Source: an optimization exercise on an open RTL-to-GDS flow (aim: small area, a short achievable clock period and few clock cycles). Production flows keep margins and buffers that such runs may drop.
Only simulation tests tie the RTL to the original design; equivalence was not proved.

## HLSM34
module HLSM34 (Clk, Rst, Start, Done, a, b, c, d, zero, z);
export LEC_CHECK = 0
export CAP_MARGIN = 10
export CORE_MARGIN = 2
export CORE_UTILIZATION = 60
export CTS_CLUSTER_DIAMETER = 100
export CTS_CLUSTER_SIZE = 24
export PLACE_DENSITY = 0.75
export SETUP_SLACK_MARGIN = 5
export SLEW_MARGIN = 10
export SYNTH_HIERARCHICAL = 1
export SYNTH_MINIMUM_KEEP_SIZE = 0
create_clock -name core_clock -period 300.0 [get_ports {Clk}]
standard.sh (not shown) runs the stock make flow with config.mk's settings and CLKGATE_MAP_FILE= SYNTH_SCRIPT=/design/flow/synth_recipe.tcl, a recipe that flattens the netlist after the stock synthesis.
==> flow/flow/run.sh <==
#!/bin/bash
# Layout flow: the standard flow, except that synthesis
#  - maps the logic with an area-oriented ABC script (flow/abc_area.script)
#    instead of ORFS's delay-oriented one, and
#  - extracts only full adders (extract_fa -fa); half adders are left to ABC;
# everything else in synthesis (registers included) is unchanged; and the
# port buffers are buf_1 cells.  Each step's full output goes to its own log
# file in this folder.
set -euo pipefail
rm -rf scripts
mkdir scripts
cp -r "$FLOW_HOME/scripts/." scripts/
cp flow/abc_area.script scripts/abc_speed.script
sed -i 's/extract_fa {\*}\[dont_use_extract_fa_args\]/extract_fa -fa/' scripts/synth.tcl
grep -q '^ *extract_fa -fa$' scripts/synth.tcl
bash standard.sh SCRIPTS_DIR="$PWD/scripts" synth > synth.log 2>&1
bash standard.sh "BUFFER_PORTS_ARGS=-buffer_cell sky130_fd_sc_hd__buf_1" finish > layout.log 2>&1
==> flow/flow/abc_area.script <==
&get -n
&st
&dch
&nf -a
&put
buffer -c
topo
stime -c
upsize -c
dnsize -c
&get -n
&st
&dch
&nf -a
&put
buffer -c
topo
stime -c
upsize -c
dnsize -c
&get -n
&st
&dch
&nf -a
&put
buffer -c
topo
stime -c
upsize -c
dnsize -c
Testbench counts at the start, summed over its fixed seeds: cycles 33,977.
==> next run, changes <==
--- a/flow/config.mk
+++ b/flow/config.mk
@@ -10 +10 @@
-export CORE_UTILIZATION = 60
+export CORE_UTILIZATION = 70
@@ -13 +13 @@
-export PLACE_DENSITY = 0.75
+export PLACE_DENSITY = 0.8
The changed run completed without violations.
Flip-flop and latch count does not change.
Core utilization climbs by 10 points.
Maximum frequency hardly moves.
Design area drops by 0.39%.

========
Another version of the RTL of HLSM34 (not shown whole).
For scale: ~4600 cells after synthesis, about 270 flip-flops, about 40000 sq um of cells after synthesis.
clock: 300.0 ns
lec_check: 0
cap_margin: 10
core_margin: 2
core_utilization: 60
cts_cluster_diameter: 100
cts_cluster_size: 24
place_density: 0.75
setup_slack_margin: 5
slew_margin: 10
synth_hierarchical: 1
synth_minimum_keep_size: 0
==> flow/flow/run.sh <==
#!/bin/bash
# Layout flow: the standard flow, except that synthesis
#  - maps the logic with an area-oriented ABC script (flow/abc_area.script)
#    instead of ORFS's delay-oriented one, and
#  - extracts only full adders (extract_fa -fa); half adders are left to ABC;
# everything else in synthesis (registers included) is unchanged.  In the
# layout the port buffers are buf_1 cells, and repair_timing works on every
# path with less than 238.7 ns of setup slack at the design's 300 ns clock
# (the paths from the inputs and to the outputs, which set the achieved
# period), not only on failing ones.  Each step's full output goes to its own
# log file in this folder.
set -euo pipefail
rm -rf scripts
mkdir scripts
cp -r "$FLOW_HOME/scripts/." scripts/
cp flow/abc_area.script scripts/abc_speed.script
sed -i 's/extract_fa {\*}\[dont_use_extract_fa_args\]/extract_fa -fa/' scripts/synth.tcl
grep -q '^ *extract_fa -fa$' scripts/synth.tcl
bash standard.sh SCRIPTS_DIR="$PWD/scripts" synth > synth.log 2>&1
bash standard.sh "BUFFER_PORTS_ARGS=-buffer_cell sky130_fd_sc_hd__buf_1" SETUP_SLACK_MARGIN=238.7 finish > layout.log 2>&1
==> flow/flow/abc_area.script <==
&get -n
&st
&dch
&nf -a
&put
topo
dnsize -c
&get -n
&st
&dch
&nf -a
&put
topo
dnsize -c
Testbench counts at the start, summed over its fixed seeds: cycles 33,977.
==> next run, changes <==
==> flow/flow/abc_area.script (replaced) <==
&get -n
&st
&dch
&nf -a
&put
buffer -c
topo
stime -c
upsize -c
dnsize -c
&get -n
&st
&dch
&nf -a
&put
buffer -c
topo
stime -c
upsize -c
dnsize -c
&get -n
&st
&dch
&nf -a
&put
buffer -c
topo
stime -c
upsize -c
dnsize -c
=> The changed run went through all stages and came out clean. Register-to-register slack gains 3.3 ns. Synthesized area came out higher by a few percent. Global-route usage came out lower by 0.24 points. Die area is higher by a few percent. Non-clock buffer count rises by 37.

==> re-timing with driven ports <==
Ports are ideal in the flow. The routed layouts listed here were re-timed in OpenROAD. Step 1 (the two cells are an assumption about what drives the block):
set clk [get_ports {Clk}]
set_driving_cell -lib_cell sky130_fd_sc_hd__clkbuf_16 $clk
set_driving_cell -lib_cell sky130_fd_sc_hd__buf_2 [delete_from_list [all_inputs] $clk]
Step 2 also shifts input and output timing later by t, the mid clock arrival at the registers, as if the neighbouring blocks saw the same clock. Three values: ideal, step 1, step 2; two values: the first two.
run | t (ns) | setup WS [ns] | worst hold slack (ns)
the first run of note 1 | 0.640 | 238.654 / 238.706 / 238.066 | 0.480 / 0.480 / 0.480
the second run of note 1 | 0.646 | 238.549 / 238.594 / 237.948 | 0.473 / 0.473 / 0.473
the first run of note 2 | 0.632 | 238.723 / 238.768 / 238.140 | 0.497 / 0.497 / 0.497
the second run of note 2 | 0.646 | 238.689 / 238.722 / 238.084 | 0.493 / 0.493 / 0.493
After both steps every run listed still meets setup and hold. For the second run of note 2, which loses most, drivers alone change the setup slack by +0.033 ns; drivers and shift together by -0.605 ns.
